This is an optimization exercise on Yosys and OpenROAD, whose aim is small area, not a production implementation.
At most, simulation tests tie the RTL to the original design; equivalence was not proved.
No functional check of the RTL was part of runs 2 to 5.

### run.sh
#!/bin/bash
# synth_recipe.tcl (not shown) runs the flow's synth.tcl, then flattens the netlist and writes it again
# the make line also repeats each setting of config.mk as NAME=value (left out here)
make -C /OpenROAD-flow-scripts/flow DESIGN_CONFIG=/design/flow/config.mk WORK_HOME=/design/flow/orfs CLKGATE_MAP_FILE= SYNTH_SCRIPT=/design/flow/synth_recipe.tcl finish
### config.mk
export PLATFORM = sky130hd
export DESIGN_NAME = sobel_accel
export DESIGN_NICKNAME = sobel_accel
export VERILOG_FILES = /design/flow/design.v
export SDC_FILE = /design/flow/constraint.sdc
export NUM_CORES = 4
export LEC_CHECK = 0
export CAP_MARGIN = 20
export CORE_MARGIN = 2
export CORE_UTILIZATION = 40
export GPL_TIMING_DRIVEN = 0
export SLEW_MARGIN = 20
export SYNTH_HIERARCHICAL = 1
### constraint.sdc
create_clock -name core_clock -period 9.0 [get_ports {clk}]
set_input_delay 1.8000 -clock core_clock [delete_from_list [all_inputs] [get_ports {clk}]]
set_output_delay 1.8000 -clock core_clock [all_outputs]
set_load 0.01 [all_outputs]
### design.v
module FA(input wire a, b, c, output wire s, co);
    assign s = a ^ b ^ c;
    assign co = (a & b) | (a & c) | (b & c);
endmodule
module HA(input wire a, b, output wire s, co);
    assign s = a ^ b;
    assign co = a & b;
endmodule
module XNOR2(input wire a, b, output wire y);
    assign y = ~(a ^ b);
endmodule
module OR2(input wire a, b, output wire y);
    assign y = a | b;
endmodule
module ADD8 #(parameter CI = 0) (input wire [7:0] x, y, output wire [8:0] s);
    wire [7:1] c;
    generate
        if (CI) begin : g1
            XNOR2 hs (.a(x[0]), .b(y[0]), .y(s[0]));
            OR2   hc (.a(x[0]), .b(y[0]), .y(c[1]));
        end else begin : g0
            HA h (.a(x[0]), .b(y[0]), .s(s[0]), .co(c[1]));
        end
    endgenerate
    genvar i;
    generate
        for (i = 1; i < 7; i = i + 1) begin : f
            FA a (.a(x[i]), .b(y[i]), .c(c[i]), .s(s[i]), .co(c[i+1]));
        end
    endgenerate
    FA a7 (.a(x[7]), .b(y[7]), .c(c[7]), .s(s[7]), .co(s[8]));
endmodule
module ADD3 (input wire [8:0] x, y, z, output wire [10:0] u);
    wire [8:1] s;
    wire [8:0] c;
    wire [9:2] k;
    FA a0 (.a(x[0]), .b(y[0]), .c(z[0]), .s(u[0]), .co(c[0]));
    genvar i;
    generate
        for (i = 1; i < 9; i = i + 1) begin : csa
            FA a (.a(x[i]), .b(y[i]), .c(z[i]), .s(s[i]), .co(c[i]));
        end
    endgenerate
    HA h1 (.a(s[1]), .b(c[0]), .s(u[1]), .co(k[2]));
    generate
        for (i = 2; i < 9; i = i + 1) begin : cpa
            FA a (.a(s[i]), .b(c[i-1]), .c(k[i]), .s(u[i]), .co(k[i+1]));
        end
    endgenerate
    HA h9 (.a(c[8]), .b(k[9]), .s(u[9]), .co(u[10]));
endmodule
module MAJ(input wire a, b, c, output wire y);
    assign y = (a & b) | (a & c) | (b & c);
endmodule
module AND2(input wire a, b, output wire y);
    assign y = a & b;
endmodule
module FIN (input wire [10:0] pn, qn, output wire [7:0] out);
    wire [6:0] up = pn[6:0], uq = qn[6:0];
    wire np = pn[8], nq = qn[8];
    wire [7:1] c, d;
    assign c[1] = uq[0] | ~up[0];
    assign d[1] = uq[0] | up[0];
    wire [6:1] ap1, aq1;
    assign ap1[1] = up[0];
    assign aq1[1] = uq[0];
    genvar i;
    generate for (i = 1; i < 7; i = i + 1) begin : ch
        MAJ mc (.a(uq[i]), .b(~up[i]), .c(c[i]), .y(c[i+1]));
        MAJ md (.a(uq[i]), .b(up[i]), .c(d[i]), .y(d[i+1]));
    end endgenerate
    generate for (i = 1; i < 6; i = i + 1) begin : ac
        AND2 ap (.a(ap1[i]), .b(up[i]), .y(ap1[i+1]));
        AND2 aq (.a(aq1[i]), .b(uq[i]), .y(aq1[i+1]));
    end endgenerate
    wire [6:0] mp, mq;
    assign mp[0] = ~up[0];
    assign mq[0] = ~uq[0];
    generate for (i = 1; i < 7; i = i + 1) begin : mb
        assign mp[i] = ~(up[i] ^ (np & ~ap1[i]));
        assign mq[i] = ~(uq[i] ^ (nq & ~aq1[i]));
    end endgenerate
    wire selp = np ^ ((np ^ nq) ? ~d[7] : c[7]);
    wire [6:0] m = selp ? mp : mq;
    wire lop = &up;
    wire loq = &uq;
    wire satp = (~pn[10] & (~pn[9] | (~pn[8] & ~pn[7]))) | pn[10] | (pn[9] & pn[8] & (pn[7] | lop));
    wire satq = (~qn[10] & (~qn[9] | (~qn[8] & ~qn[7]))) | qn[10] | (qn[9] & qn[8] & (qn[7] | loq));
    wire sat = satp | satq;
    assign out = {m | {7{sat}}, sat};
endmodule
module MUXI1(input wire s, a, b, output wire y);
    assign y = ~(s ? b : a);
endmodule
module MUX1(input wire s, a, b, output wire y);
    assign y = s ? b : a;
endmodule
module OMUX1(input wire an, bn, c, d, r, sa, sb, sc, sd, sr, output wire y);
    assign y = (~an & sa) | (~bn & sb) | (c & sc) | (d & sd) | (r & sr);
endmodule
module MUXI32(input wire s, input wire [31:0] a, b, output wire [31:0] y);
    genvar i;
    generate for (i = 0; i < 32; i = i + 1) begin : g
        MUXI1 m (.s(s), .a(a[i]), .b(b[i]), .y(y[i]));
    end endgenerate
endmodule
module MUX32(input wire s, input wire [31:0] a, b, output wire [31:0] y);
    genvar i;
    generate for (i = 0; i < 32; i = i + 1) begin : g
        MUX1 m (.s(s), .a(a[i]), .b(b[i]), .y(y[i]));
    end endgenerate
endmodule
module OMUX32(input wire [31:0] an, bn, c, d, r, input wire sa, sb, sc, sd, sr,
              output wire [31:0] y);
    genvar i;
    generate for (i = 0; i < 32; i = i + 1) begin : g
        OMUX1 m (.an(an[i]), .bn(bn[i]), .c(c[i]), .d(d[i]), .r(r[i]),
                 .sa(sa), .sb(sb), .sc(sc), .sd(sd), .sr(sr), .y(y[i]));
    end endgenerate
endmodule
module SOBEL (input wire [31:0] t, m, b, output wire [7:0] out0, out1);
    wire [7:0] t0 = t[31:24];
    wire [7:0] t1 = t[23:16];
    wire [7:0] t2 = t[15:8];
    wire [7:0] t3 = t[7:0];
    wire [7:0] b0 = b[31:24];
    wire [7:0] b1 = b[23:16];
    wire [7:0] b2 = b[15:8];
    wire [7:0] b3 = b[7:0];
    wire [7:0] mh2 = m[15:8], mh3 = m[7:0];
    wire [7:0] ml0 = ~m[31:24], ml1 = ~m[23:16];
    wire [8:0] dd0, ad0;
    ADD8 #(.CI(1)) udd0 (.x(t1), .y(b0), .s(dd0));
    ADD8 #(.CI(0)) uad0 (.x(t0), .y(b1), .s(ad0));
    wire [8:0] dd1, ad1;
    ADD8 #(.CI(1)) udd1 (.x(t2), .y(b1), .s(dd1));
    ADD8 #(.CI(1)) uad1 (.x(t1), .y(b2), .s(ad1));
    wire [8:0] dd2, ad2;
    ADD8 #(.CI(1)) udd2 (.x(t3), .y(b2), .s(dd2));
    ADD8 #(.CI(0)) uad2 (.x(t2), .y(b3), .s(ad2));
    wire [8:0] e0;
    ADD8 #(.CI(0)) ue0 (.x(mh2), .y(ml0), .s(e0));
    wire [8:0] e1;
    ADD8 #(.CI(0)) ue1 (.x(mh3), .y(ml1), .s(e1));
    wire [10:0] up0, uq0;
    ADD3 usp0 (.x(dd0), .y(dd1), .z(e0), .u(up0));
    ADD3 usq0 (.x(ad0), .y(ad1), .z(~e0), .u(uq0));
    FIN uf0 (.pn(up0), .qn(uq0), .out(out0));
    wire [10:0] up1, uq1;
    ADD3 usp1 (.x(dd1), .y(dd2), .z(e1), .u(up1));
    ADD3 usq1 (.x(ad1), .y(ad2), .z(~e1), .u(uq1));
    FIN uf1 (.pn(up1), .qn(uq1), .out(out1));
endmodule
module SOBELX (input wire [31:0] t, m, b, output wire [7:0] out0, out1);
    wire [7:0] t0 = t[31:24];
    wire [7:0] t1 = t[23:16];
    wire [7:0] t2 = t[15:8];
    wire [7:0] t3 = t[7:0];
    wire [7:0] b0 = b[31:24];
    wire [7:0] b1 = b[23:16];
    wire [7:0] b2 = b[15:8];
    wire [7:0] b3 = b[7:0];
    wire [7:0] mh2 = ~m[15:8], mh3 = ~m[7:0];
    wire [7:0] ml0 = m[31:24], ml1 = m[23:16];
    wire [8:0] dd0, ad0;
    ADD8 #(.CI(1)) udd0 (.x(t1), .y(b0), .s(dd0));
    ADD8 #(.CI(0)) uad0 (.x(t0), .y(b1), .s(ad0));
    wire [8:0] dd1, ad1;
    ADD8 #(.CI(1)) udd1 (.x(t2), .y(b1), .s(dd1));
    ADD8 #(.CI(1)) uad1 (.x(t1), .y(b2), .s(ad1));
    wire [8:0] dd2, ad2;
    ADD8 #(.CI(1)) udd2 (.x(t3), .y(b2), .s(dd2));
    ADD8 #(.CI(0)) uad2 (.x(t2), .y(b3), .s(ad2));
    wire [8:0] e0;
    ADD8 #(.CI(0)) ue0 (.x(mh2), .y(ml0), .s(e0));
    wire [8:0] e1;
    ADD8 #(.CI(0)) ue1 (.x(mh3), .y(ml1), .s(e1));
    wire [10:0] up0, uq0;
    ADD3 usp0 (.x(dd0), .y(dd1), .z(e0), .u(up0));
    ADD3 usq0 (.x(ad0), .y(ad1), .z(~e0), .u(uq0));
    FIN uf0 (.pn(up0), .qn(uq0), .out(out0));
    wire [10:0] up1, uq1;
    ADD3 usp1 (.x(dd1), .y(dd2), .z(e1), .u(up1));
    ADD3 usq1 (.x(ad1), .y(ad2), .z(~e1), .u(uq1));
    FIN uf1 (.pn(up1), .qn(uq1), .out(out1));
endmodule
module sobel_accel(
        input   wire    [ 2:0]   addr,
        output  reg     [31:0]   rdata,
        input   wire    [31:0]   wdata,
        input   wire             cs,
        input   wire             read,
        input   wire             write,
        input   wire             clk,
        input   wire             rst
);
    reg [31:0] data0, data1, data2, data3, data4, data5;
    always @(posedge clk)
        if (cs & write)
            case (addr)
                3'd0: data0 <= wdata;
                3'd1: data1 <= wdata;
                3'd2: data2 <= wdata;
                3'd3: data3 <= wdata;
                3'd4: data4 <= wdata;
                3'd5: data5 <= wdata;
            endcase
    wire [2:0] ra = addr;
    wire h = ra[2] & (ra[0] | ~ra[1]);
    wire [31:0] ra_n, rb_n, rc_, rd_;
    MUXI32 ma (.s(h), .a(data0), .b(data2), .y(ra_n));
    MUXI32 mb (.s(h), .a(data1), .b(data3), .y(rb_n));
    MUX32  mc (.s(h), .a(data2), .b(data4), .y(rc_));
    MUX32  md (.s(h), .a(data3), .b(data5), .y(rd_));
    wire [7:0] s00, s01, s10, s11;
    SOBEL  U0 (.t(ra_n), .m(rb_n), .b(rc_), .out0(s00), .out1(s01));
    SOBELX U1 (.t(rb_n), .m(rc_),  .b(rd_), .out0(s10), .out1(s11));
    wire [31:0] res = {s00, s01, s10, s11};
    wire sa = ~ra[2] & ~ra[1] & ~ra[0];
    wire sb = ~ra[2] & ~ra[1] & ra[0];
    wire ss = ra[2] & ra[1];
    wire sc = (ra[2] ^ ra[1]) & ~ra[0];    
    wire sd = (ra[2] ^ ra[1]) & ra[0];     
    wire [31:0] rd_next;
    OMUX32 mo (.an(ra_n), .bn(rb_n), .c(rc_), .d(rd_), .r(res),
               .sa(sa), .sb(sb), .sc(sc), .sd(sd), .sr(ss), .y(rd_next));
    always @(posedge clk) rdata <= rd_next;
endmodule
==> out/metrics.cfg, run 1 <==
[status]
status=complete, no violations

[sta]
min_period_ns=8.805
setup_violations=0
grt_setup_unrepaired=false
clock-skew-final_ns=0.02477
tightest_slew_ns=0.8952
finalMaxSlewViolations=0
setup_tns_ns=0
hold_ws_ns=0.6739
finalHoldViolCount=0
fmax_mhz=113.6
relSlewSlack_pct=38.61
period_share_pct=97.84

[yosys]
ys.flop_type=edfxtp_1
synth-simple-area-share_pct=9.947
synth_seq_area_share_pct=36.91
synth_cell_types=40
synth_top_area_cell=edfxtp_1
synth_compound_area_share_pct=5.017
avgSynthCellArea_um2=13.83
synthAdderAreaFrac_pct=32.67
synth.area.mux_share_pct=9.227
ys_warn_count=7
syn_area_um2=17360
synth_enable_flop_cells=192
yosys.area.top_type_share_pct=33.22
synth_top_cells_by_area=edfxtp_1 (33%), fa_1 (28%), mux2_4 (5.5%)
synth_top_family_by_area=adder cells
synth_cells=1255
synth-xor-area-share_pct=3.200
synthArstFlopShare_pct=0
ys_ff_latch=224

[detailed_routing]
vias=10640
wire_per_inst_um=23.10
drtPass1Iterations=5
drtAntennaViolNets=0
via_per_inst=5.256
drt_iter0_markers=603
drc=0
drt-total-wl_um=46780

[floorplan]
die_h_um=212.3
die_w_um=212.3
die_area_um2=45080
floorplan.initialDensity_pct=40.38
pin_count=72
rows=76
core_um2=42980

[final_layout]
num-fill-cells=3798
design_area_um2=20960
drive_above_1_share_pct=27.85
n_antenna_cell=0
syn_to_final_growth_pct=20.77
nets=1728
final_cells=2025

[grt]
grt_max_degree=20
grt_pass1_vias=11410
grt-ovfl-total=0
antenna_found_initial=1
grt_pass1_wl_um=70770
grt_usage_pct=21.47

[worst_setup_path]
path_class=in -> reg
cp-start-kind=input pin
max_stage_delay_ns=0.62
cp_max_fo=14
cpMostUsedCell=fa_1
cp_data_arrival_time_ns=9.21
cp_num_buf_inv=6
critical_path.top_delay_family=adder cells
path_cells=buf_2, inv_2, a21oi_4, buf_16, buf_16, mux2_4, or2_1, fa_1, fa_1, fa_2, fa_1, fa_1, fa_1, fa_1, fa_2, fa_1, fa_2, buf_6, xnor2_2, a2111oi_4, buf_4, o311ai_2, a22oi_1, nand4_1
cpMaxStageDelayCell=fa_2
crit_path_end_kind=flip-flop
required_ns=9.41

[placement]
gp_congestion=0.9077
portBuffers=69
placed_cells=1947
place_area_um2=19500
hpwl_um=39210

[clock_network]
ctsHoldBuffers=0
htreeDepth=1
cts_sinks=224
cts_tree=built
clk_pin_slew_ns=0.06
clk-insertion-delay-late_ns=0.55
root_buffer=clkbuf_16
cts_buffers=24
cts_buffer_depth=3

[job]
cap_violations=0

[min_path]
hold_class=reg -> reg

## per-module statistics from Yosys (local to each module, per instance), excerpt
| module | copies in the design | cells inside |
|---|---|---|
| XNOR2 | 8 | 1 |
| AND2 | 40 | 1 |
| SOBELX | 1 | 34 |
| MUX1 | 64 | 1 |
| OMUX1 | 32 | 5 |
| OR2 | 8 | 1 |
| sobel_accel | 1 | 243 |
| MUXI1 | 64 | 1 |
| HA | 24 | 1 |
| SOBEL | 1 | 34 |
| MAJ | 48 | 1 |
| FA | 240 | 1 |
| FIN | 4 | 72 |
## path summary, 6_finish.rpt
check        slack, ns  cells after the start  startpoint         to
max               0.19                     24     addr[2]  rdata[31]
min               0.67                      3    data4[4]   rdata[4]
max reg2reg       1.85                     19   data2[24]  rdata[31]
min reg2reg       0.67                      3    data4[4]   rdata[4]
## logic make-up after synthesis
family,after synthesis
multiplexers,128
AND/OR/NAND/NOR,293
adder cells (fa/ha/maj),314
XOR/XNOR,60
buffers and inverters,123
AO/OA/AOI/OAI,113
flip-flops,224
## cells in the mapped netlist, types with 32 or more instances
library cell and number:
xnor2_1 56, maj3_2 48, mux2_4 64, nor2b_1 33, and2_1 42, inv_1 102
nand2b_1 77, dfxtp_1 32, a22oi_1 32, nand2_1 37, fa_1 240, nand4_1 48
edfxtp_1 192, mux2i_1 64
## final cells by class
cell class	instances	area, um2	share of cell area, %
Buffer	20	160.2	0.7640
Timing Repair Buffer	141	1495	7.132
Tap cell	585	732.0	3.491
Inverter	103	386.6	1.844
Clock inverter	11	121.4	0.5789
Multi-Input combinational cell	908	10990	52.41
Sequential cell	224	6406	30.56
Clock buffer	33	675.6	3.223
## routing by layer
layer | global-route usage [%] | part of all wire, % | vias up
li1 | - | - | 4730
met1 | 29.10 | 43 | 5615
met2 | 36.65 | 50 | 249
met3 | 3.235 | 5.4 | 49
met4 | 4.726 | 1.8 | 0
met5 | 0 | 0 | -
## timing repair
item / 4_1_cts / 5_1_grt
endpoints found under the setup margin: 32 / 32
pin swaps: 15 / 29
buffers inserted: 16 / 17
cloned: 0 / 1
resized for setup: 88 / 50
## flip-flops by register name, indices dropped and copies added (netlist names)
register and count:
data0 32, data1 32, data2 32, data3 32, data4 32, data5 32, rdata 32
## tightest hold or removal path, stage by stage, from the launching register on
cell,delay [ns]
edfxtp_1,0.32
mux2_4,0.18
nand2_1,0.06
nand4_1,0.09
## through the flow
stage	utilization, %	setup slack (ns)
5_1_grt	48.77	0.01712
3_5_place_dp	45.38	-2.160
2_1_floorplan	-	-2.600
6_report	48.77	0.1945
4_1_cts	48.13	0.001433
3_3_place_gp	44.02	-5.962
## cells in the final DEF (no fill, tap or decap), drive strengths merged
cell,synthesis,layout
clkdlybuf4s50,0,66
clkinv,0,6
xnor2,60,60
nor3,2,2
nor2b,33,33
nand4,48,48
bufinv,0,2
mux2,64,64
fa,240,240
inv,103,104
and2,42,42
nor4,3,3
mux2i,64,64
o21a,4,4
a211o,4,4
edfxtp,192,192
clkbuf,8,42
clkinvlp,0,2
and3,4,4
maj3,48,48
a21boi,4,4
or2b,16,16
a21oi,1,1
a2111oi,4,4
ha,26,26
nand3,5,5
and2b,1,1
nor2,13,13
buf,12,86
a22oi,32,32
nand2,37,37
a211oi,4,4
o311ai,24,24
nand2b,77,77
or2,12,12
dfxtp,32,32
o21ai,36,36
==> run 2, diff against run 1 <==
--- a/design.v
+++ b/design.v
@@ -56,32 +56,29 @@
     assign y = a & b;
 endmodule
 module FIN (input wire [10:0] pn, qn, output wire [7:0] out);
-    wire [6:0] up = pn[6:0], uq = qn[6:0];
-    wire np = pn[8], nq = qn[8];
+    wire [6:0] up = pn[6:0], uq = qn[6:0];    
+    wire np = pn[8], nq = qn[8];              
     wire [7:1] c, d;
     assign c[1] = uq[0] | ~up[0];
     assign d[1] = uq[0] | up[0];
-    wire [6:1] ap1, aq1;
-    assign ap1[1] = up[0];
-    assign aq1[1] = uq[0];
     genvar i;
     generate for (i = 1; i < 7; i = i + 1) begin : ch
         MAJ mc (.a(uq[i]), .b(~up[i]), .c(c[i]), .y(c[i+1]));
         MAJ md (.a(uq[i]), .b(up[i]), .c(d[i]), .y(d[i+1]));
     end endgenerate
+    wire selp = np ^ ((np ^ nq) ? ~d[7] : c[7]);
+    wire [6:0] ws = selp ? up : uq;
+    wire ns = selp ? np : nq;
+    wire [6:1] a;
+    assign a[1] = ws[0];
     generate for (i = 1; i < 6; i = i + 1) begin : ac
-        AND2 ap (.a(ap1[i]), .b(up[i]), .y(ap1[i+1]));
-        AND2 aq (.a(aq1[i]), .b(uq[i]), .y(aq1[i+1]));
-    end endgenerate
-    wire [6:0] mp, mq;
-    assign mp[0] = ~up[0];
-    assign mq[0] = ~uq[0];
+        AND2 ua (.a(a[i]), .b(ws[i]), .y(a[i+1]));
+    end endgenerate
+    wire [6:0] m;
+    assign m[0] = ~ws[0];
     generate for (i = 1; i < 7; i = i + 1) begin : mb
-        assign mp[i] = ~(up[i] ^ (np & ~ap1[i]));
-        assign mq[i] = ~(uq[i] ^ (nq & ~aq1[i]));
-    end endgenerate
-    wire selp = np ^ ((np ^ nq) ? ~d[7] : c[7]);
-    wire [6:0] m = selp ? mp : mq;
+        assign m[i] = ~(ws[i] ^ (ns & ~a[i]));
+    end endgenerate
     wire lop = &up;
     wire loq = &uq;
     wire satp = (~pn[10] & (~pn[9] | (~pn[8] & ~pn[7]))) | pn[10] | (pn[9] & pn[8] & (pn[7] | lop));
--- a/config.mk
+++ b/config.mk
@@ -7,7 +7,7 @@
 export LEC_CHECK = 0
 export CAP_MARGIN = 20
 export CORE_MARGIN = 2
-export CORE_UTILIZATION = 40
-export GPL_TIMING_DRIVEN = 0
+export CORE_UTILIZATION = 60
+export CTS_BUF_LIST = sky130_fd_sc_hd__clkbuf_8
 export SLEW_MARGIN = 20
 export SYNTH_HIERARCHICAL = 1
==> run 2 against run 1 <==
Compared with the run above:
- first-iteration DRC count is 90% higher
- global-route usage is 13 points higher
- worst setup slack worse by 0.49 ns
- non-clock buffer count is 262 higher
- now fails the layout checks on negative setup slack
- highest routed layer is now met5
- via count is 21% higher
==> out/metrics.cfg, run 2 <==
[status]
status=complete, but fails checks
violations=negative setup slack

[min_path]
hold_class=reg -> reg

[final_layout]
drive_above_1_share_pct=43.92
design_area_um2=23130
nets=2057
layout_common_cells=buf_4 (338), edfxtp_1 (192), fa_1 (125), fa_2 (115), inv_1 (107)
n_antenna_cell=0
layout_commonest_cell=buf_4
fin_util_pct=78.44
syn_to_final_growth_pct=29.71

[detailed_routing]
drt_iter0_markers=1143
drtPass1Iterations=6
drt-total-wl_um=52250
via_per_inst=5.932
drc=0
vias=12850
wire_per_inst_um=24.12
drtAntennaViolNets=0

[worst_setup_path]
cp_max_fo=5
max_stage_delay_ns=0.57
crit_path_end_kind=flip-flop
cp_data_arrival_time_ns=9.71
cpMostUsedCell=fa_2
required_ns=9.41
cp-start-kind=input pin
path_class=in -> reg
cpMaxStageDelayCell=fa_2

[yosys]
avgSynthCellArea_um2=13.56
synth_enable_flop_cells=192
yosys.cell_count.top_type=fa_1
synthArstFlopShare_pct=0
synth_cell_types=43
ys_warn_count=7
synth_top_area_cell=edfxtp_1
synth_top_cells_by_area=edfxtp_1 (32%), fa_1 (27%), mux2_4 (5.4%)
syn_area_um2=17830
yosys.area.top_type_share_pct=32.34
ys_ff_latch=224
netlist_top_cells_count=fa_1 (240), edfxtp_1 (192), inv_1 (102), nand2b_1 (101), mux2i_1 (76)
ys.flop_type=edfxtp_1
synth_seq_area_share_pct=35.93
synth_cells=1315

[grt]
grt_pass1_vias=13380
grt_max_degree=34
grt-ovfl-total=0
grt_usage_pct=34.28
grt_pass1_wl_um=77710
antenna_found_initial=1

[clock_network]
cts_buffers=35
clk-insertion-delay-late_ns=0.57
root_buffer=clkbuf_8
cts_tree=built
cts_sinks=224
htreeDepth=2
ctsHoldBuffers=0
cts_buffer_depth=3
clk_pin_slew_ns=0.06

[sta]
finalHoldViolCount=0
grt_setup_unrepaired=true
clock-skew-final_ns=0.05021
min_period_ns=9.300
period_share_pct=103.3
tightest_slew_ns=1.023
setup_violations=14
relSlewSlack_pct=31.83
setup_slack_ns=-0.3004
fmax_mhz=107.5
finalMaxSlewViolations=0

[placement]
gp_congestion=0.9690
hpwl_um=39570
portBuffers=69
place_area_um2=21490

[job]
cap_violations=0

[floorplan]
core_um2=29480
die_area_um2=31110
floorplan.initialDensity_pct=60.47
rows=63
pin_count=72
die_h_um=176.4
die_w_um=176.4

[run 2: cell types whose count changed after synthesis, sizes merged, moves of 16 or more]
| cell | delta |
|---|---|
| xnor2 | -52 |
| or2b | -16 |
| nor2 | +16 |
| a21oi | +20 |
| o22ai | +20 |
| nand2b | +24 |
| o21ai | -24 |
| nor2b | -32 |
| and2 | -20 |
| mux2 | +48 |
| o311ai | -24 |
| o221ai | +40 |
| xor2 | +20 |
[run 2: final cells by class]
type                       instances  area, um2
clock buffer                      42      578.1
tap                              390      488.0
timing repair buffer             423       3483
fill                            1817       6355
clock inverter                    20      138.9
inverter                         103      391.6
sequential                       224       6406
multi-input combinational        964      11640
[run 2: cell families after synthesis]
| logic type | after synthesis | synth area share, % |
|---|---|---|
| fa+ha+maj | 314 | 31.81 |
| flops | 224 | 35.93 |
| mux | 188 | 12.69 |
| buf+inv | 127 | 3.067 |
| compound gates | 145 | 6.092 |
| xor+xnor | 28 | 1.376 |
| simple gates | 289 | 9.039 |
[run 2: layer usage]
| metal | GRT usage (%) | vias up | share of wire (%) |
|---|---|---|---|
| met4 | 8.368 | 2 | 2.5 |
| met5 | 0 | - | 0.025 |
| met2 | 54.75 | 595 | 47 |
| li1 | - | 5613 | - |
| met1 | 47.87 | 6547 | 41 |
| met3 | 8.441 | 92 | 9.7 |
[run 2: what timing repair did]
| item | CTS | global route |
|---|---|---|
| gates resized for setup | 118 | 57 |
| setup buffers | 30 | 14 |
| cloned | 2 | 0 |
| pin swaps | 84 | 42 |
| endpoints found under the setup margin | 24 | 22 |
[run 2: Yosys stat by module, one instance, submodules excluded, excerpt]
module	copies in the design	cells inside	cell area, um2
FA	240	1	20.02
MUX1	64	1	15.01
XNOR2	8	1	8.758
SOBELX	1	34	127.6
OR2	8	1	6.256
OMUX1	32	5	30.03
sobel_accel	1	243	6528
FIN	4	92	648.1
[run 2: metrics by stage]
stage	setup slack [ns]	hold WS (ns)	TNS [ns]	instances
finish	-0.3004	0.6569	-2.162	2166
global route	-0.4476	0.6878	-4.541	2166
global placement	-1.375	0.6410	-28.64	2060
CTS	-0.3217	0.6527	-2.338	2154
floorplan	-3.582	0.5849	-95.87	1315
detailed placement	-1.455	0.6397	-31.34	2060
[run 2: path summary, 6_finish.rpt]
kind,startpoint,to,slack (ns),cells after the start
worst max-delay path,addr[0],rdata[31],-0.30,31
worst min-delay path,data4[7],rdata[7],0.66,3
worst max register to register,data2[8],rdata[31],1.14,26
worst min register to register,data4[7],rdata[7],0.66,3
[run 2: critical path, delay by kind of cell]
kind	cells	cell delay [ns]
mux	2	0.66
fa+ha+maj	10	4.31
buf+inv	5	0.56
compound gates	3	0.63
simple gates	10	1.55
xor+xnor	1	0.15
==> run 3, diff against run 2 <==
--- a/config.mk
+++ b/config.mk
@@ -7,7 +7,7 @@
 export LEC_CHECK = 0
 export CAP_MARGIN = 20
 export CORE_MARGIN = 2
-export CORE_UTILIZATION = 60
-export CTS_BUF_LIST = sky130_fd_sc_hd__clkbuf_8
+export CORE_UTILIZATION = 40
+export CTS_BUF_LIST = sky130_fd_sc_hd__clkbuf_4
 export SLEW_MARGIN = 20
 export SYNTH_HIERARCHICAL = 1
==> run 3 against run 2 <==
Compared with the run above:
- the layout still fails its checks (negative setup slack)
- critical path depth grew 1
- first-iteration DRC count shrank 17%
- sequential cell count did not move
- worst hold slack worse by 0.0043 ns
- register-to-register slack got worse by 0.08 ns
- clock skew shrank 0.0092 ns
- largest cell class unchanged
- core utilization down 26 points
- synthesized cell count unchanged
- area after synthesis stayed put
==> out/metrics.cfg, run 3 <==
[clock_network]
cts_tree=built
cts_buffers=56
cts_sinks=224
cts_buffer_depth=3
htreeDepth=2
clk_pin_slew_ns=0.07
clk-insertion-delay-late_ns=0.77
root_buffer=clkbuf_4

[final_layout]
drive_above_1_share_pct=42.18
fin_util_pct=52.06
final_cells=2379
syn_to_final_growth_pct=28.84
nets=2043
layout_commonest_cell=buf_4
layout_common_cells=buf_4 (302), edfxtp_1 (192), fa_1 (144), nand2b_1 (101), inv_1 (98)

[worst_setup_path]
cp_data_arrival_time_ns=9.68
required_ns=9.65
crit_path_end_kind=flip-flop
rr_endpoint=rdata[31]
reg2reg_slack_ns=1.06
max_stage_delay_ns=0.67
path_class=in -> reg
cpMaxStageDelayCell=fa_2
cpMostUsedCell=fa_2
cp_max_fo=7
reg2reg_depth=28
rr_startpoint=data2[8]
cp-start-kind=input pin

[sta]
finalMaxSlewViolations=0
hold_ws_ns=0.6526
clock-skew-final_ns=0.04097
fmax_mhz=110.7
finalHoldViolCount=0
min_period_ns=9.035
tightest_slew_ns=0.9799
setup_violations=3
setup_slack_ns=-0.03527
grt_setup_unrepaired=true
setup_tns_ns=-0.07909
period_share_pct=100.4
relSlewSlack_pct=34.67

[floorplan]
die_w_um=215.1
die_h_um=215.1
die_area_um2=46280
floorplan.initialDensity_pct=40.40
pin_count=72
rows=77
core_um2=44120

[min_path]
holdPathStages=3
hold_class=reg -> reg
holdPathEnd=rdata[6]
worstHoldStart=data5[6]

[detailed_routing]
drtPass1Iterations=5
vias=12470
drtAntennaViolNets=0
wire_per_inst_um=21.73
drt_iter0_markers=943
via_per_inst=5.243
drc=0
drt-total-wl_um=51690

[grt]
grt_pass1_wl_um=79140
antenna_found_initial=2
grt-ovfl-total=0
grt_pass1_vias=13250
grt_max_degree=49
grt_usage_pct=22.89

[yosys]
synth_enable_flop_cells=192
yosys.area.top_type_share_pct=32.34
synthArstFlopShare_pct=0
syn_area_um2=17830
synth_top_cells_by_area=edfxtp_1 (32%), fa_1 (27%), mux2_4 (5.4%)
synth_cell_types=43
ys_ff_latch=224
synth_cells=1315
ys_warn_count=7
synth_seq_area_share_pct=35.93
synth_top_area_cell=edfxtp_1
avgSynthCellArea_um2=13.56
yosys.cell_count.top_type=fa_1
netlist_top_cells_count=fa_1 (240), edfxtp_1 (192), inv_1 (102), nand2b_1 (101), mux2i_1 (76)
ys.flop_type=edfxtp_1

[status]
status=complete, but fails checks
violations=negative setup slack

[placement]
portBuffers=69
gp_congestion=0.9290
placed_cells=2238
hpwl_um=41410
dp_slack_ns=-1.522

[job]
cap_violations=0

run 3: cell types whose count changed in the layout (fill, tap and decap cells not counted), sizes merged:
cell	before	now
clkbuf	42	83
buf	357	322
clkinv	5	21
inv	115	105
bufinv	2	0
diode	0	2
clkinvlp	1	0
run 3: how the worst max path moves through the flow:
stage          slack [ns]  startpoint   endpoint  depth (start not counted)
6_report            -0.04     addr[0]  rdata[31]                         32
5_1_grt             -0.20     addr[0]  rdata[31]                         32
4_1_cts            -0.008     addr[1]  rdata[31]                         32
3_5_place_dp        -1.52     addr[0]  rdata[31]                         30
3_3_place_gp        -1.36     addr[0]  rdata[31]                         30
2_1_floorplan       -3.58     addr[1]   rdata[7]                         28
run 3: routing by layer:
layer  vias up  share of wire, %  wire (um)  global-route usage, %
li1       5629                 -          -                      -
met1      6452                45      23150                  32.23
met2       343                49      25110                  37.31
met3        50               4.9       2521                  3.326
met4         0               1.7        904                  5.908
met5         -                 0          0                      0
run 3: stage by stage:
stage                     instance area (um2)
final                                   22970
after global routing                    22970
after CTS                               22620
after detailed placement                21560
after global placement                  21560
after floorplan                         18110
run 3: cells by family (layout without fill, tap and decap cells):
| kind of cell | Yosys count | in the layout | share of synthesized area, % |
|---|---|---|---|
| flops | 224 | 224 | 35.93 |
| fa+ha+maj | 314 | 314 | 31.81 |
| xor+xnor | 28 | 28 | 1.376 |
| simple gates | 289 | 289 | 9.039 |
| compound gates | 145 | 145 | 6.092 |
| other cells | 0 | 2 | 0 |
| mux | 188 | 188 | 12.69 |
| buf+inv | 127 | 597 | 3.067 |
run 3: timing repair:
item	CTS	global route
gates cloned	1	0
resized for setup	66	67
hold buffers	0	0
setup endpoints to repair	23	12
setup buffers	20	16
pin swaps	43	57
run 3: critical path, delay by kind of cell:
family	cells	cell delay, ns
muxes	2	0.61
AOI/OAI and AO/OA	3	0.52
and+or+nand+nor	11	1.65
buffers and inverters	5	0.45
xor gates and xnor gates	1	0.14
adders and majority gates	10	4.49
run 3: final cells by class:
type / count / area [um2]
fillers: 3881 / 21160
clock buffers: 83 / 623.1
inverters: 103 / 389.1
multi-input cells: 964 / 11520
well taps: 592 / 740.7
repair buffers: 388 / 3187
diodes: 2 / 5.005
clock inverters: 23 / 97.59
flip-flops and latches: 224 / 6406
run 3: Yosys stat by module (local to each module, per instance), excerpt:
module | area (um2) | flip-flops and latches | times used
AND2 | 6.256 | 0 | 20
FA | 20.02 | 0 | 240
FIN | 648.1 | 0 | 4
HA | 12.51 | 0 | 24
MAJ | 11.26 | 0 | 48
MUX1 | 15.01 | 0 | 64
MUXI1 | 10.01 | 0 | 64
OMUX1 | 30.03 | 0 | 32
OR2 | 6.256 | 0 | 8
SOBEL | 127.6 | 0 | 1
SOBELX | 127.6 | 0 | 1
XNOR2 | 8.758 | 0 | 8
sobel_accel | 6528 | 224 | 1
==> run 4, diff against run 3 <==
--- a/config.mk
+++ b/config.mk
@@ -9,5 +9,6 @@
 export CORE_MARGIN = 2
 export CORE_UTILIZATION = 40
 export CTS_BUF_LIST = sky130_fd_sc_hd__clkbuf_4
+export GPL_TIMING_DRIVEN = 0
 export SLEW_MARGIN = 20
 export SYNTH_HIERARCHICAL = 1
==> run 4 against run 3 <==
Compared with the run above:
- the layout still fails its checks (negative setup slack)
- worst hold slack gained 0.022 ns
- sequential share of layout area rose by 1.3 points
- sequential cell count is the same
- count of clock-buffer cells in the layout decreased by 7
==> out/metrics.cfg, run 4 <==
[detailed_routing]
vias=11820
wire_per_inst_um=22.78
drt_iter0_markers=888
drc=0
drt-total-wl_um=49940
via_per_inst=5.392
drtPass1Iterations=5
drtAntennaViolNets=0

[yosys]
ys_ff_latch=224
synth_seq_area_share_pct=35.93
avgSynthCellArea_um2=13.56
ys.flop_type=edfxtp_1
synth_top_cells_by_area=edfxtp_1 (32%), fa_1 (27%), mux2_4 (5.4%)
synth_enable_flop_cells=192
synthArstFlopShare_pct=0
synth_cell_types=43
syn_area_um2=17830
yosys.cell_count.top_type=fa_1
synth_cells=1315
yosys.area.top_type_share_pct=32.34
netlist_top_cells_count=fa_1 (240), edfxtp_1 (192), inv_1 (102), nand2b_1 (101), mux2i_1 (76)
ys_warn_count=7
synth_top_area_cell=edfxtp_1

[grt]
antenna_found_initial=2
grt_max_degree=20
grt_pass1_wl_um=76090
grt_usage_pct=21.95
grt_pass1_vias=12560
grt-ovfl-total=0

[min_path]
holdPathStages=3
hold_class=reg -> reg
worstHoldStart=data4[6]

[status]
violations=negative setup slack
status=complete, but fails checks

[worst_setup_path]
reg2reg_slack_ns=0.93
required_ns=9.61
cpMaxStageDelayCell=fa_2
cp-start-kind=input pin
cp_data_arrival_time_ns=10.12
critPathLaunch=addr[0]
crit_path_end_kind=flip-flop
rr_startpoint=data2[16]
path_class=in -> reg
cp_max_fo=7
cpMostUsedCell=fa_2
reg2reg_depth=27
max_stage_delay_ns=0.62

[final_layout]
layout_common_cells=edfxtp_1 (192), fa_1 (135), fa_2 (105), nand2b_1 (101), inv_1 (95)
syn_to_final_growth_pct=23.29
layout_commonest_cell=edfxtp_1
nets=1858
drive_above_1_share_pct=36.48
design_area_um2=21980

[floorplan]
rows=77
core_um2=44120
pin_count=72
floorplan.initialDensity_pct=40.40
die_h_um=215.1
die_area_um2=46280
die_w_um=215.1

[placement]
place_area_um2=20140
gp_congestion=0.9441
dp_slack_ns=-2.865
portBuffers=69
hpwl_um=40300

[sta]
finalHoldViolCount=0
setup_violations=14
grt_setup_unrepaired=true
relSlewSlack_pct=34.54
fmax_mhz=105.2
clock-skew-final_ns=0.02511
tightest_slew_ns=0.9546
setup_slack_ns=-0.5100
finalMaxSlewViolations=0
period_share_pct=105.7
min_period_ns=9.510

[clock_network]
cts_tree=built
cts_sinks=224
cts_buffers=57
htreeDepth=2
clk_pin_slew_ns=0.07
clk-insertion-delay-late_ns=0.75
cts_buffer_depth=3
ctsHoldBuffers=0
root_buffer=clkbuf_4

[job]
cap_violations=0

[run 4: worst max-delay path: cells and delay by family]
kind	cells	cell delay [ns]
and+or+nand+nor	10	1.26
buffers and inverters	12	1.25
AOI/OAI and AO/OA	3	0.49
xor gates and xnor gates	1	0.17
adders and majority gates	11	4.59
muxes	2	0.52
[run 4: metrics by stage]
step,hold slack [ns],util [%],std cells,TNS (ns)
after global routing,0.6641,49.81,2192,-6.113
after CTS,0.6827,48.99,2168,-2.927
after detailed placement,0.6649,45.65,2016,-68.28
after global placement,0.6564,44.28,1976,-222.82
final,0.6742,49.81,2192,-3.966
after floorplan,0.5849,-,1315,-95.87
[run 4: per-layer routing]
metal / GRT usage, % / vias up / share of wire (%)
met1: 29.80 / 6210 / 44
met5: 0 / - / 0
met4: 5.195 / 0 / 1.7
met2: 37.13 / 307 / 50
li1: - / 5251 / -
met3: 3.383 / 52 / 4.7
[run 4: cell families after synthesis]
| kind of cell | count (synthesis) | share of synthesized area [%] |
|---|---|---|
| AO/OA/AOI/OAI | 145 | 6.092 |
| XOR/XNOR | 28 | 1.376 |
| adder cells (fa/ha/maj) | 314 | 31.81 |
| buffers and inverters | 127 | 3.067 |
| flip-flops | 224 | 35.93 |
| multiplexers | 188 | 12.69 |
| AND/OR/NAND/NOR | 289 | 9.039 |
[run 4: Yosys stat by module (local to each module, per instance), a selection]
module	cells	cell area (um2)	copies in the design	flops+latches
FA	1	20.02	240	0
SOBEL	34	127.6	1	0
HA	1	12.51	24	0
XNOR2	1	8.758	8	0
sobel_accel	243	6528	1	224
AND2	1	6.256	20	0
MAJ	1	11.26	48	0
OR2	1	6.256	8	0
MUXI1	1	10.01	64	0
MUX1	1	15.01	64	0
FIN	92	648.1	4	0
SOBELX	34	127.6	1	0
OMUX1	5	30.03	32	0
[run 4: final cells by class]
type	instances	area, um2
Multi-Input combinational cell	964	11620
Inverter	103	401.6
Tap cell	592	740.7
Buffer	24	185.2
Sequential cell	224	6406
Clock buffer	76	570.5
Timing Repair Buffer	178	1822
Antenna cell	2	5.005
Fill cell	3936	22150
Clock inverter	29	230.2
[run 4: final timing paths]
check                                 end
worst min register to register   rdata[6]
worst min-delay path             rdata[6]
worst max register to register  rdata[31]
worst max-delay path             rdata[7]
[run 4: timing repair]
action / in CTS / in global routing
pin swaps: 82 / 68
setup buffers: 47 / 22
setup endpoints to repair: 32 / 21
gates resized for setup: 109 / 53
==> run 5, diff against run 4 <==
--- a/config.mk
+++ b/config.mk
@@ -7,8 +7,7 @@
 export LEC_CHECK = 0
 export CAP_MARGIN = 20
 export CORE_MARGIN = 2
-export CORE_UTILIZATION = 40
-export CTS_BUF_LIST = sky130_fd_sc_hd__clkbuf_4
+export CORE_UTILIZATION = 50
 export GPL_TIMING_DRIVEN = 0
 export SLEW_MARGIN = 20
 export SYNTH_HIERARCHICAL = 1
==> run 5 against run 4 <==
Compared with the run above:
- the layout still fails its checks (negative setup slack)
- clock skew fell by 0.018 ns
- sequential share of layout area down 0.20 points
- worst setup slack worse by 0.14 ns
- critical path depth down 6
- wire length shrank 1.1%
- count of clock-buffer cells in the layout is 38 lower
- critical path type unchanged
- highest routed layer unchanged
==> out/metrics.cfg, run 5 <==
[status]
status=complete, but fails checks
violations=negative setup slack

[yosys]
synth_cells=1315
synth_cell_types=43
avgSynthCellArea_um2=13.56
yosys.area.top_type_share_pct=32.34
synthArstFlopShare_pct=0
ys_warn_count=7
ys.flop_type=edfxtp_1
synth_seq_area_share_pct=35.93
syn_area_um2=17830
yosys.cell_count.top_type=fa_1
synth_enable_flop_cells=192
netlist_top_cells_count=fa_1 (240), edfxtp_1 (192), inv_1 (102), nand2b_1 (101), mux2i_1 (76)
ys_ff_latch=224
synth_top_area_cell=edfxtp_1
synth_top_cells_by_area=edfxtp_1 (32%), fa_1 (27%), mux2_4 (5.4%)

[sta]
grt_setup_unrepaired=true
hold_ws_ns=0.6596
period_share_pct=107.3
tightest_slew_ns=1.053
finalHoldViolCount=0
fmax_mhz=103.6
setup_tns_ns=-6.818
setup_violations=19
min_period_ns=9.653
finalMaxSlewViolations=0
setup_slack_ns=-0.6527
relSlewSlack_pct=27.81
clock-skew-final_ns=0.007259

[worst_setup_path]
critical_path.top_delay_family=adder cells
required_ns=9.40
path_class=in -> reg
cpMostUsedCell=fa_2
cp-start-kind=input pin
cp_max_fo=6
crit_path_end_kind=flip-flop
cp_data_arrival_time_ns=10.05
max_stage_delay_ns=0.64
cp_num_buf_inv=7
cpMaxStageDelayCell=fa_2

[floorplan]
floorplan.initialDensity_pct=50.49
die_h_um=192.8
rows=69
core_um2=35310
pin_count=72
die_area_um2=37180
die_w_um=192.8

[detailed_routing]
drt_iter0_markers=944
drtPass1Iterations=5
drt-total-wl_um=49380
drc=0
wire_per_inst_um=24.53
vias=11610
drtAntennaViolNets=0
via_per_inst=5.769

[clock_network]
cts_tree=built
ctsHoldBuffers=0
clk_pin_slew_ns=0.05
htreeDepth=1
root_buffer=clkbuf_16
cts_sinks=224
cts_buffers=24
cts_buffer_depth=3
clk-insertion-delay-late_ns=0.53

[final_layout]
nets=1840
layout_commonest_cell=edfxtp_1
syn_to_final_growth_pct=24.16
fin_util_pct=62.69
drive_above_1_share_pct=37.24
layout_common_cells=edfxtp_1 (192), fa_1 (123), fa_2 (117), nand2b_1 (100), inv_1 (92)
n_antenna_cell=0

[grt]
grt_pass1_wl_um=74060
grt_max_degree=21
antenna_found_initial=1
grt_pass1_vias=12100
grt_usage_pct=27.35
grt-ovfl-total=0

[placement]
portBuffers=69
dp_slack_ns=-2.797
hpwl_um=39900
gp_congestion=0.9083

[min_path]
hold_class=reg -> reg

[job]
cap_violations=0

[run 5: cell types whose count changed in the layout (fill, tap and decap cells not counted), sizes merged]
cell      previous run  this run
buf                131       146
inv                103       104
clkinvlp             2         1
clkbuf              81        43
bufinv               4         1
diode                2         0
clkinv              23         3
[run 5: logic make-up (layout without fill, tap and decap cells)]
family | after synthesis | count (layout) | synth area share (%)
buffers and inverters | 127 | 364 | 3.067
adders and majority gates | 314 | 314 | 31.81
muxes | 188 | 188 | 12.69
xor gates and xnor gates | 28 | 28 | 1.376
and+or+nand+nor | 289 | 289 | 9.039
AOI/OAI and AO/OA | 145 | 145 | 6.092
DFF | 224 | 224 | 35.93
[run 5: final cells by class]
| class | count | area [um2] |
|---|---|---|
| Buffer | 24 | 185.2 |
| Clock buffer | 38 | 694.4 |
| Multi-Input combinational cell | 964 | 11790 |
| Fill cell | 2702 | 13180 |
| Sequential cell | 224 | 6406 |
| Tap cell | 461 | 576.8 |
| Clock inverter | 6 | 58.81 |
| Inverter | 103 | 404.1 |
| Timing Repair Buffer | 193 | 2019 |
[run 5: Yosys stat by module (local to each module, per instance), a selection]
module | area [um2] | copies in the design | flops+latches
OR2 | 6.256 | 8 | 0
MUX1 | 15.01 | 64 | 0
AND2 | 6.256 | 20 | 0
SOBELX | 127.6 | 1 | 0
HA | 12.51 | 24 | 0
MUXI1 | 10.01 | 64 | 0
sobel_accel | 6528 | 1 | 224
FA | 20.02 | 240 | 0
XNOR2 | 8.758 | 8 | 0
[run 5: worst paths after layout]
path,from,end,slack (ns),cells after the start
setup / recovery,addr[1],rdata[7],-0.65,33
hold / removal,data5[0],rdata[0],0.66,3
setup reg to reg,data2[16],rdata[7],0.92,28
hold reg to reg,data5[0],rdata[0],0.66,3
[run 5: what timing repair did]
| item | 4_1_cts | 5_1_grt |
|---|---|---|
| cloned | 1 | 0 |
| setup endpoints to repair | 32 | 24 |
| pin swaps | 90 | 85 |
| resized for setup | 150 | 77 |
| buffers inserted | 55 | 31 |
[run 5: worst min-delay path, delay by kind of cell, from the launching register on]
family	cells	cell delay, ns
and+or+nand+nor	1	0.07
DFF	1	0.32
muxes	1	0.16
AOI/OAI and AO/OA	1	0.08
[run 5: routing by layer]
layer,vias to the layer above,share of wire (%),wire [um],global-route usage [%]
met2,328,47,22970,42.68
met4,0,1.7,825,5.344
met1,6072,46,22470,40.57
li1,5165,-,-,-
met5,-,0,0,0
met3,47,6.3,3114,4.655
[run 5: stage by stage]
step           area (um2)  cells
2_1_floorplan       18110   1315
3_3_place_gp        19370   1845
3_5_place_dp        19960   1883
4_1_cts             21630   1983
5_1_grt             22140   2013
6_report            22140   2013
==> run 6, diff against run 5 <==
--- a/design.v
+++ b/design.v
@@ -56,29 +56,32 @@
     assign y = a & b;
 endmodule
 module FIN (input wire [10:0] pn, qn, output wire [7:0] out);
-    wire [6:0] up = pn[6:0], uq = qn[6:0];    
-    wire np = pn[8], nq = qn[8];              
+    wire [6:0] up = pn[6:0], uq = qn[6:0];
+    wire np = pn[8], nq = qn[8];
     wire [7:1] c, d;
     assign c[1] = uq[0] | ~up[0];
     assign d[1] = uq[0] | up[0];
+    wire [6:1] ap1, aq1;
+    assign ap1[1] = up[0];
+    assign aq1[1] = uq[0];
     genvar i;
     generate for (i = 1; i < 7; i = i + 1) begin : ch
         MAJ mc (.a(uq[i]), .b(~up[i]), .c(c[i]), .y(c[i+1]));
         MAJ md (.a(uq[i]), .b(up[i]), .c(d[i]), .y(d[i+1]));
     end endgenerate
+    generate for (i = 1; i < 6; i = i + 1) begin : ac
+        AND2 ap (.a(ap1[i]), .b(up[i]), .y(ap1[i+1]));
+        AND2 aq (.a(aq1[i]), .b(uq[i]), .y(aq1[i+1]));
+    end endgenerate
+    wire [6:0] mp, mq;
+    assign mp[0] = ~up[0];
+    assign mq[0] = ~uq[0];
+    generate for (i = 1; i < 7; i = i + 1) begin : mb
+        assign mp[i] = ~(up[i] ^ (np & ~ap1[i]));
+        assign mq[i] = ~(uq[i] ^ (nq & ~aq1[i]));
+    end endgenerate
     wire selp = np ^ ((np ^ nq) ? ~d[7] : c[7]);
-    wire [6:0] ws = selp ? up : uq;
-    wire ns = selp ? np : nq;
-    wire [6:1] a;
-    assign a[1] = ws[0];
-    generate for (i = 1; i < 6; i = i + 1) begin : ac
-        AND2 ua (.a(a[i]), .b(ws[i]), .y(a[i+1]));
-    end endgenerate
-    wire [6:0] m;
-    assign m[0] = ~ws[0];
-    generate for (i = 1; i < 7; i = i + 1) begin : mb
-        assign m[i] = ~(ws[i] ^ (ns & ~a[i]));
-    end endgenerate
+    wire [6:0] m = selp ? mp : mq;
     wire lop = &up;
     wire loq = &uq;
     wire satp = (~pn[10] & (~pn[9] | (~pn[8] & ~pn[7]))) | pn[10] | (pn[9] & pn[8] & (pn[7] | lop));
==> flow/run.sh (new file) <==
#!/bin/bash
# Layout flow: the standard flow (standard.sh), with the standard
# synthesis unchanged and two changes after it:
#  - before floorplanning, every combinational cell that synthesis gave a
#    drive strength above 1 starts at its smallest size (downsize.tcl); the
#    resizer's later timing and design repairs size up again where needed;
#    the buffers synthesis inserted are removed (REMOVE_ABC_BUFFERS);
#  - the port buffers are buf_1 cells.
# Each tool's output goes to a log file of its own in this folder.
set -euo pipefail
here=$(pwd)
bash standard.sh synth > synth.log 2>&1
bash standard.sh PRE_FLOORPLAN_TCL="$here/flow/downsize.tcl" REMOVE_ABC_BUFFERS=1 \
    "BUFFER_PORTS_ARGS=-buffer_cell sky130_fd_sc_hd__buf_1" finish > layout.log 2>&1
==> flow/downsize.tcl (new file) <==
# Sourced by ORFS's floorplan.tcl (PRE_FLOORPLAN_TCL) right after the
# synthesised netlist is loaded: swap each combinational cell above drive
# strength 1 for the same function at the smallest drive strength.
set db [ord::get_db]
set block [ord::get_db_block]
set n 0
foreach inst [$block getInsts] {
  set name [[$inst getMaster] getName]
  if {![regexp {^(sky130_fd_sc_hd__[a-z0-9]+)_([0-9]+)$} $name -> base drive]} { continue }
  if {$drive <= 1} { continue }
  if {[regexp {__(df|edf|sdf|dl|sedf|ha|fa)} $base]} { continue }
  foreach d {1 0} {
    set m [$db findMaster ${base}_$d]
    if {$m ne "NULL" && $m ne ""} {
      $inst swapMaster $m
      incr n
      break
    }
  }
}
puts "downsize.tcl: $n cells set to their smallest drive strength"
==> standard.sh (new file) <==
#!/bin/bash
# synth_recipe.tcl (not shown) runs the flow's synth.tcl, then flattens the netlist and writes it again
# the make line also repeats each setting of config.mk as NAME=value (left out here)
make -C /OpenROAD-flow-scripts/flow DESIGN_CONFIG=/design/flow/config.mk WORK_HOME=/design/flow/orfs CLKGATE_MAP_FILE= SYNTH_SCRIPT=/design/flow/synth_recipe.tcl "${@:-finish}"
--- a/config.mk
+++ b/config.mk
@@ -7,7 +7,7 @@
 export LEC_CHECK = 0
 export CAP_MARGIN = 20
 export CORE_MARGIN = 2
-export CORE_UTILIZATION = 50
+export CORE_UTILIZATION = 60
 export GPL_TIMING_DRIVEN = 0
 export SLEW_MARGIN = 20
 export SYNTH_HIERARCHICAL = 1
removed: run.sh
==> run 6 against run 5 <==
Compared with the run above:
- the run now finishes clean
- sequential share of layout area is 4.0 points higher
- register-to-register slack better by 0.94 ns
- synthesized cell count is 4.6% lower
- count of clock-buffer cells in the layout is 7 lower
- critical path depth is 9 lower
- first-iteration DRC count is 17% lower
- sequential cell count stayed put
- worst hold slack better by 0.029 ns
==> out/metrics.cfg, run 6 <==
[sta]
tightest_slew_ns=0.8766
finalMaxSlewViolations=0
clock-skew-final_ns=0.01058
relSlewSlack_pct=39.89
setup_violations=0
period_share_pct=98.34
hold_ws_ns=0.6886
min_period_ns=8.851
fmax_mhz=113.0
finalHoldViolCount=0
setup_tns_ns=0

[worst_setup_path]
cpMaxStageDelayCell=fa_2
cpMostUsedCell=fa_1
cp-start-kind=input pin
path_cells=buf_4, inv_1, a21oi_4, buf_12, buf_16, mux2_4, or2_1, fa_1, fa_2, buf_4, fa_1, fa_1, fa_1, fa_1, fa_1, fa_1, fa_1, fa_2, o21ai_2, a2111oi_4, buf_4, o311ai_1, a22oi_1, nand4_1
cp_max_fo=17
required_ns=9.38
cp_num_buf_inv=6
critical_path.top_delay_family=adder cells
path_class=in -> reg
max_stage_delay_ns=0.66
cp_data_arrival_time_ns=9.23
crit_path_end_kind=flip-flop

[grt]
grt_usage_pct=30.12
grt-ovfl-total=0
top_usage_layer=met2
gr-usage-met2_pct=51.84
met1_usage_pct=40.16
antenna_found_initial=0
grt_pass1_vias=11170
grt_pass1_wl_um=64650
met3_usage_pct=3.267
grt_max_degree=39

[final_layout]
n_antenna_cell=0
layout_common_cells=fa_1 (214), edfxtp_1 (192), inv_1 (102), nand2b_1 (77), buf_1 (66)
drive_above_1_share_pct=12.76
layout_commonest_cell=fa_1
nets=1716
design_area_um2=19430
num-fill-cells=2089

[clock_network]
cts_buffers=23
cts_tree=built
clk_pin_slew_ns=0.06
root_buffer=clkbuf_16
clk-insertion-delay-late_ns=0.52
htreeDepth=1
cts_sinks=224
cts_buffer_depth=3

[floorplan]
pin_count=72
floorplan.initialDensity_pct=60.78
die_area_um2=29500
die_h_um=171.8
core_um2=27780
die_w_um=171.8
rows=61

[yosys]
synth_cells=1255
ys_warn_count=7

[status]
status=complete, no violations

[placement]
gp_congestion=0.9277
portBuffers=69
hpwl_um=34700
place_area_um2=18140

[detailed_routing]
drtAntennaViolNets=0
drc=0
vias=10590
drt-total-wl_um=43140
drtPass1Iterations=5
drt_iter0_markers=779
via_per_inst=5.870
wire_per_inst_um=23.91

[job]
cap_violations=0

[min_path]
hold_class=reg -> reg

run 6: metrics by stage:
stage / setup WS, ns / instances / utilization, %
floorplan: -8.728 / 1235 / -
global placement: -14.41 / 1682 / 63.15
detailed placement: -2.159 / 1726 / 65.29
CTS: 0.01306 / 1785 / 68.80
global route: -0.01555 / 1804 / 69.95
finish: 0.1494 / 1804 / 69.95
run 6: worst paths after layout:
path,from,endpoint,slack (ns),cells past startpoint
setup reg to reg,data3[8],rdata[6],1.86,19
hold reg to reg,data5[0],rdata[0],0.69,3
hold / removal,data5[0],rdata[0],0.69,3
setup / recovery,addr[0],rdata[6],0.15,24
run 6: worst reg2reg max path, delay by kind of cell, from the launching register on:
family          cells  cell delay, ns
mux                 1            0.32
simple gates        2            0.39
buf+inv             2            0.39
flops               1            0.38
fa+ha+maj          10            4.59
compound gates      4            0.96
run 6: layout make-up:
class	count	area (um2)	share of cell area (%)
clock buffers	31	605.6	3.116
clock inverters	10	75.07	0.3863
inverters	103	386.6	1.989
multi-input cells	909	10400	53.49
flip-flops and latches	224	6406	32.96
well taps	378	473.0	2.434
repair buffers	149	1092	5.621
run 6: metal layers:
layer | vias to the layer above | share of wire, %
li1 | 4715 | -
met1 | 5416 | 41
met2 | 364 | 50
met3 | 94 | 4.6
met4 | 0 | 3.9
met5 | - | 0
run 6: what timing repair did:
action,in CTS,in global routing
gates cloned,1,4
setup endpoints to repair,32,32
setup buffers,20,16
resized for setup,51,36
hold buffers,0,0
pin swaps,15,17
==> run 7, diff against run 6 <==
--- a/config.mk
+++ b/config.mk
@@ -8,6 +8,8 @@
 export CAP_MARGIN = 20
 export CORE_MARGIN = 2
 export CORE_UTILIZATION = 60
+export CTS_CLUSTER_DIAMETER = 80
+export CTS_CLUSTER_SIZE = 40
 export GPL_TIMING_DRIVEN = 0
 export SLEW_MARGIN = 20
 export SYNTH_HIERARCHICAL = 1
==> run 7 against run 6 <==
Compared with the run above:
- maximum frequency fell by 0.79%
- worst setup slack got worse by 0.071 ns
- non-clock buffer count fell by 1
- critical endpoint is now rdata[20]
- sequential cell count did not move
- critical path depth fell by 1
- first-iteration DRC count fell by 3.9%
- synthesized cell count did not move
- count of clock-buffer cells in the layout fell by 16
==> out/metrics.cfg, run 7 <==
[sta]
finalMaxSlewViolations=0
clock-skew-final_ns=0.02260
setup_slack_ns=0.07886
fmax_mhz=112.1
finalHoldViolCount=0
hold_ws_ns=0.6847
setup_tns_ns=0
setup_violations=0
relSlewSlack_pct=39.23
min_period_ns=8.921
tightest_slew_ns=0.8862
period_share_pct=99.12

[placement]
gp_congestion=0.9277
dp_slack_ns=-2.159
portBuffers=69
hpwl_um=34700

[worst_setup_path]
cp-start-kind=input pin
worstSetupEndpoint=rdata[20]
rr_startpoint=data3[16]
critPathLaunch=addr[0]
required_ns=9.45
crit_path_end_kind=flip-flop
path_class=in -> reg
rr_endpoint=rdata[20]
cp_max_fo=17
cp_data_arrival_time_ns=9.37
reg2reg_slack_ns=1.88
reg2reg_depth=20

[detailed_routing]
via_per_inst=5.876
wire_per_inst_um=23.99
vias=10470
drt_iter0_markers=749
drtPass1Iterations=7
drt-total-wl_um=42750
drc=0
drtAntennaViolNets=0

[clock_network]
clk_pin_slew_ns=0.10
cts_buffer_depth=3
root_buffer=clkbuf_16
cts_sinks=224
cts_buffers=12
cts_tree=built
ctsHoldBuffers=0
clk-insertion-delay-late_ns=0.50
htreeDepth=1

[min_path]
worstHoldStart=data0[30]
hold_class=reg -> reg

[final_layout]
num-fill-cells=2120
layout_common_cells=fa_1 (217), edfxtp_1 (192), inv_1 (102), nand2b_1 (77), buf_1 (66)
n_antenna_cell=0
layout_commonest_cell=fa_1
drive_above_1_share_pct=12.11
nets=1705
fin_util_pct=68.91

[status]
status=complete, no violations

[floorplan]
pin_count=72
rows=61
die_h_um=171.8
floorplan.initialDensity_pct=60.78
die_area_um2=29500
die_w_um=171.8
core_um2=27780

[grt]
grt_pass1_vias=11060
grt_max_degree=39
grt_usage_pct=30.10
grt-ovfl-total=0
grt_pass1_wl_um=64480
antenna_found_initial=0

[job]
cap_violations=0

[yosys]
synth_cells=1255
ys_warn_count=7

[run 7: cell types whose count changed in the layout (fill, tap and decap cells not counted), moves of 3 or more]
cell       change
o21ai_0        -5
fa_1           +3
o21ai_1        +5
clkbuf_1       -6
fa_2           -3
clkbuf_16     -11
clkinv_1       -6
[run 7: repair_timing]
action / 4_1_cts / 5_1_grt
pin swaps: 15 / 20
cloned: 2 / 4
resized for setup: 51 / 43
endpoints found under the setup margin: 32 / 32
buffers inserted: 20 / 15
[run 7: through the flow]
stage                     cell area [um2]  cells
after CTS                           18840   1764
final                               19140   1782
after global placement              17540   1682
after global routing                19140   1782
after floorplan                     16810   1235
after detailed placement            18140   1726
[run 7: how the worst min path moves through the flow]
stage                endpoint  depth (start not counted)
finish              rdata[30]                          3
global route        rdata[26]                          3
CTS                 rdata[30]                          3
detailed placement   rdata[0]                          3
global placement    rdata[24]                          3
floorplan           rdata[24]                          3
[run 7: cell type report]
type	instances	area [um2]	area share, %
tap	378	473.0	2.470
timing repair buffer	148	1092	5.706
inverter	103	386.6	2.019
sequential	224	6406	33.46
clock inverter	4	41.29	0.2157
clock buffer	15	332.8	1.738
multi-input combinational	910	10410	54.39
[run 7: worst max-delay path, stage by stage]
cell      delay [ns]
buf_4           0.15
inv_1           0.11
a21oi_4         0.18
buf_12          0.17
buf_16          0.17
mux2_2          0.42
or2_1           0.26
fa_1            0.41
fa_2            0.61
fa_1            0.44
fa_1            0.45
fa_1            0.44
fa_1            0.43
fa_1            0.41
fa_1            0.41
fa_1            0.40
fa_2            0.65
buf_4           0.19
nor2b_1         0.07
o21a_2          0.27
o311ai_1        0.60
a22oi_1         0.15
nand4_1         0.13
[run 7: metal layers]
| metal | vias to the layer above | GRT usage [%] | wire length [um] |
|---|---|---|---|
| li1 | 4681 | - | - |
| met1 | 5376 | 40.63 | 17490 |
| met2 | 335 | 51.84 | 21690 |
| met3 | 79 | 3.083 | 2150 |
| met4 | 0 | 9.609 | 1419 |
| met5 | - | 0 | 0 |

## static timing again, ports no longer ideal
In the flow no input, the clock included, has a driving cell. The finished layouts below were timed again as built, in two steps.
Step 1, drivers: a clkbuf_16 drives clk and a buf_2 each remaining input, both assumed.
Step 2, shift: input delay + t, output delay - t, t = (earliest + latest rising clock arrival at the registers) / 2. This alone moves slack from input paths to output paths.
a / b / c = no drivers / after step 1 / after step 2; a / b = the first two.
run	shift t [ns]	setup WS [ns]	worst setup path after step 2	latest minus earliest clock arrival (ns)
run 1	0.589	0.195 / 0.227 / -0.362	input to register	0.024 / 0.025
run 2	0.593	-0.300 / -0.330 / -0.923	input to register	0.050 / 0.051
run 3	0.802	-0.035 / -0.033 / -0.836	input to register	0.041 / 0.041
run 4	0.790	-0.510 / -0.507 / -1.297	input to register	0.025 / 0.025
run 5	0.581	-0.653 / -0.651 / -1.232	input to register	0.007 / 0.007
run 6	0.568	0.149 / 0.169 / -0.398	input to register	0.010 / 0.011
run 7	0.546	0.079 / 0.108 / -0.437	input to register	0.022 / 0.023
With both steps, setup timing fails in run 1, run 6 and run 7, where it was met with ideal ports. For run 3, which loses most, drivers alone change the setup slack by +0.002 ns; drivers and shift together by -0.801 ns.
